Source: an optimization exercise on an open RTL-to-GDS flow (aim: small area). Production flows keep margins and buffers that such runs may drop. The RTL was checked by simulation tests, not by an equivalence proof against the original design. The flow treats the clock pin as an ideal source, which a real chip does not have.

## colour_change
module colour_change #
(
    parameter DATA_WIDTH = 24
)
(
    input  wire                  clk,
    input  wire                  n_rst,
    input  wire [DATA_WIDTH-1:0] i_vid_data,
    input  wire                  i_vid_hsync,
    input  wire                  i_vid_vsync,
    input  wire                  i_vid_VDE,
    output reg  [DATA_WIDTH-1:0] o_vid_data,
    output reg                   o_vid_hsync,
    output reg                   o_vid_vsync,
    output reg                   o_vid_VDE,
    input  wire [3:0]            btn,
    input  wire [3:0]            sw,
    output wire [3:0]            led
);
Size in the first run: ~610 cells after synthesis, about 68 I/O pins, ~7300 um^2 of cells after synthesis.
clock: 20.0 ns
lec_check: 0
cap_margin: 20
core_margin: 2
core_utilization: 40
slew_margin: 20
synth_hierarchical: 1
run.sh (not shown) runs the stock make flow with config.mk's settings and CLKGATE_MAP_FILE= SYNTH_SCRIPT=/design/flow/synth_recipe.tcl, a recipe that flattens the netlist after the stock synthesis.
Edit:
CTS_BUF_LIST = sky130_fd_sc_hd__clkbuf_8   (was unset)
CTS_CLUSTER_DIAMETER = 100   (was unset)
CTS_CLUSTER_SIZE = 50   (was unset)
Result:
- The changed run completed without violations
- count of clock-buffer cells in the layout is unchanged
- register-to-register slack is better by 0.03 ns
- synthesized area stays the same
- routed wire length fell by 0.31%

---

Another version of the RTL of colour_change (not shown whole).
Size: roughly 87 flip-flops, ~6800 µm² of cells after synthesis.
clock: 20.0 ns
lec_check: 0
cap_margin: 20
core_margin: 2
core_utilization: 40
cts_buf_list: sky130_fd_sc_hd__clkbuf_8
cts_cluster_diameter: 100
cts_cluster_size: 50
slew_margin: 20
synth_hierarchical: 1
standard.sh (not shown) runs the stock make flow with config.mk's settings and CLKGATE_MAP_FILE= SYNTH_SCRIPT=/design/flow/synth_recipe.tcl, a recipe that flattens the netlist after the stock synthesis.
==> flow/flow/run.sh <==
#!/bin/bash
# Standard ORFS layout (the standard.sh) with two changes:
#  - port buffers use the smallest buffer cell instead of the default choice
#  - clock tree synthesis without dummy load cells
set -e
export BUFFER_PORTS_ARGS="-buffer_cell sky130_fd_sc_hd__buf_1"
export CTS_ARGS="-sink_clustering_enable -repair_clock_nets -dont_use_dummy_load -buf_list sky130_fd_sc_hd__clkbuf_8 -sink_clustering_size 50 -sink_clustering_max_diameter 100"
bash standard.sh > standard.log 2>&1
The starting point finished clean.
Then changed:
==> flow/run.sh (new file) <==
#!/bin/bash
# synth_recipe.tcl (not shown) runs the flow's synth.tcl, then flattens the netlist and writes it again
# the make line also repeats each setting of config.mk as NAME=value (left out here)
make -C /OpenROAD-flow-scripts/flow DESIGN_CONFIG=/design/flow/config.mk WORK_HOME=/design/flow/orfs CLKGATE_MAP_FILE= SYNTH_SCRIPT=/design/flow/synth_recipe.tcl finish
removed: flow/flow/run.sh
removed: flow/standard.sh
Effect: Critical path depth fell by 10. Design area goes up by 6.2%. Clock skew drops by 0.018 ns. Synthesized cell count is unchanged.

---

## run 1
Another version of the RTL of colour_change (not shown whole).
Size: roughly 68 I/O pins.
Settings: LEC_CHECK=0, CAP_MARGIN=0, CORE_MARGIN=2, CORE_UTILIZATION=40, CTS_BUF_LIST=sky130_fd_sc_hd__clkbuf_8, CTS_CLUSTER_DIAMETER=100, CTS_CLUSTER_SIZE=50, GPL_TIMING_DRIVEN=0, SLEW_MARGIN=0, SYNTH_HIERARCHICAL=1; clock period 20.0 ns.
==> flow/flow/run.sh <==
#!/bin/bash
# Layout flow: the standard ORFS flow (standard.sh) with
#  1. port buffers of the smallest buffer cell (buffer_ports -buffer_cell buf_1);
#  2. clock tree synthesis without dummy load cells, then smaller clock
#     buffers where the clock slew allows (flow/post_cts.tcl);
#  3. after the standard synthesis, the combinational cells other than the
#     full-adder cells are re-mapped by ABC for area (registers, full adders
#     and tie cells are kept as they are, so every register keeps its name
#     and cell).
#  4. the tie cell driving the constant led outputs is not duplicated per pin.
# Each tool's output goes to a log file of its own in this folder.
set -euo pipefail
export BUFFER_PORTS_ARGS="-buffer_cell sky130_fd_sc_hd__buf_1"
export SKIP_REPAIR_TIE_FANOUT=1
export POST_CTS_TCL="$PWD/flow/post_cts.tcl"
export CTS_ARGS="-sink_clustering_enable -repair_clock_nets -dont_use_dummy_load -buf_list sky130_fd_sc_hd__clkbuf_8 -sink_clustering_size 50 -sink_clustering_max_diameter 100"

bash standard.sh synth > synth.log 2>&1

RES=orfs/results/$FLOW_PLATFORM/colour_change/base
LOGD=orfs/logs/$FLOW_PLATFORM/colour_change/base
LIB=$FLOW_HOME/platforms/$FLOW_PLATFORM/lib/sky130_fd_sc_hd__tt_025C_1v80.lib
YOSYS=$FLOW_HOME/../tools/install/yosys/bin/yosys
[ -x "$YOSYS" ] || YOSYS=yosys

cp $RES/1_2_yosys.v synth_netlist.v
KEEP='sky130_fd_sc_hd__(fa_1|dfxtp_1|conb_1)$'
DONT_USE=$(grep -m1 '^abc -script' $LOGD/1_2_yosys.log | grep -o '\-dont_use [^ ]*' | tr '\n' ' ')

# resynth IN OUT SCRIPT TAG: flatten the cells of IN (other than KEEP) to
# logic and map that logic again with ABC script SCRIPT
resynth() {
  local in=$1 out=$2 scr=$3 tag=$4
  local cells
  cells=$(grep -o 'sky130_fd_sc_hd__[a-z0-9_]*' $in | sort -u | grep -Ev "$KEEP" || true)
  python3 flow/cellfuncs.py $LIB cellfuncs_$tag.v $cells > cellfuncs_$tag.log 2>&1
  cat > resynth_$tag.ys <<EOT
read_liberty -lib $LIB
read_verilog -overwrite cellfuncs_$tag.v
read_verilog $in
hierarchy -top $FLOW_TOP
flatten
techmap
opt -fast
hierarchy -top $FLOW_TOP
abc -liberty $LIB $DONT_USE -script $scr
setundef -zero
splitnets
opt_clean -purge
hilomap -singleton -hicell sky130_fd_sc_hd__conb_1 HI -locell sky130_fd_sc_hd__conb_1 LO
opt_clean -purge
write_verilog -noattr -noexpr -nohex -nodec $out
EOT
  $YOSYS -s resynth_$tag.ys > resynth_$tag.log 2>&1
}

best=synth_netlist.v
besta=$(python3 flow/cellarea.py $LIB synth_netlist.v)
echo "standard synthesis: area $besta" > resynth_choice.log
for pass in 1 2; do
  src=$best
  for n in 1 2 3 4; do
    tag=p${pass}_s$n
    if resynth $src resynth_$tag.v flow/resynth$n.abc $tag; then
      a=$(python3 flow/cellarea.py $LIB resynth_$tag.v)
      echo "pass $pass script $n: area $a" >> resynth_choice.log
      if python3 -c "import sys; sys.exit(0 if $a < $besta else 1)"; then
        best=resynth_$tag.v; besta=$a
      fi
    fi
  done
done
echo "chosen: $best ($besta)" >> resynth_choice.log
cp $best $RES/1_2_yosys.v
rm -f $RES/1_synth.odb

bash standard.sh > standard.log 2>&1
Other scripts of this flow, unchanged in this note and not shown: flow/flow/cellarea.py, flow/flow/cellfuncs.py, flow/flow/post_cts.tcl, flow/flow/resynth1.abc, flow/flow/resynth2.abc, flow/flow/resynth3.abc, flow/flow/resynth4.abc
--- input diff run 1..run 5 ---
diff --git a/flow/config.mk b/flow/config.mk
--- a/flow/config.mk
+++ b/flow/config.mk
@@ -7,3 +7,3 @@
 export LEC_CHECK = 0
-export CAP_MARGIN = 0
+export CAP_MARGIN = 20
 export CORE_MARGIN = 2
@@ -13,4 +13,3 @@
 export CTS_CLUSTER_SIZE = 50
-export GPL_TIMING_DRIVEN = 0
-export SLEW_MARGIN = 0
+export SLEW_MARGIN = 20
 export SYNTH_HIERARCHICAL = 1
Results
- Run 5 reached the end of the flow, and the finished layout is clean on the timing, design-rule and antenna checks.
- Run 5 vs. run 1: non-filler instance count after layout level, met3 routed wirelength +about 23%, count of flip-flops and latches about even.
- Relative to run 1, fmax has increased by 0.44% in run 5.
- [run 5] post-route clock period utilization fell 0.28 points relative to run 1
- Fraction of cell area in non-clock buffers down 0.30 points in run 5 wrt run 1
- Looking at number of vias after detailed routing across run 1 and run 5, the one that comes out lower is run 1.

## afterwards: timing with drivers on the ports
The results above use ideal ports. As a check the final layouts listed here were re-extracted and re-timed, cells and wires unchanged. Step 1 (the two cells are an assumption about what drives the block):
set clk [get_ports {clk}]
set_driving_cell -lib_cell sky130_fd_sc_hd__clkbuf_16 $clk
set_driving_cell -lib_cell sky130_fd_sc_hd__buf_2 [delete_from_list [all_inputs] $clk]
Step 2 also shifts input and output timing later by t, the mid clock arrival at the registers, as if the neighbouring blocks saw the same clock. Three values: no drivers, after step 1, after step 2; two values: the first two.
run | shift t [ns] | setup WS [ns] | hold slack, ns | worst setup path at the end | cell pins on the clock port's net
the first run of note 1 | 0.375 | 1.460 / 1.422 / 1.797 | 0.421 / 0.421 / 0.421 | register to output | 1
the second run of note 1 | 0.394 | 1.434 / 1.396 / 1.790 | 0.420 / 0.420 / 0.420 | register to output | 1
the first run of note 2 | 0.377 | 7.132 / 7.132 / 7.132 | 0.426 / 0.426 / 0.426 | register to register | 1
the second run of note 2 | 0.380 | 6.708 / 6.678 / 7.058 | 0.420 / 0.420 / 0.420 | register to output | 1
run 1 | 0.477 | 7.089 / 7.059 / 7.536 | 0.400 / 0.400 / 0.400 | register to output | 1
run 5 | 0.455 | 7.145 / 7.116 / 7.571 | 0.388 / 0.388 / 0.388 | register to output | 1
After both steps setup and hold are still met in every run listed.
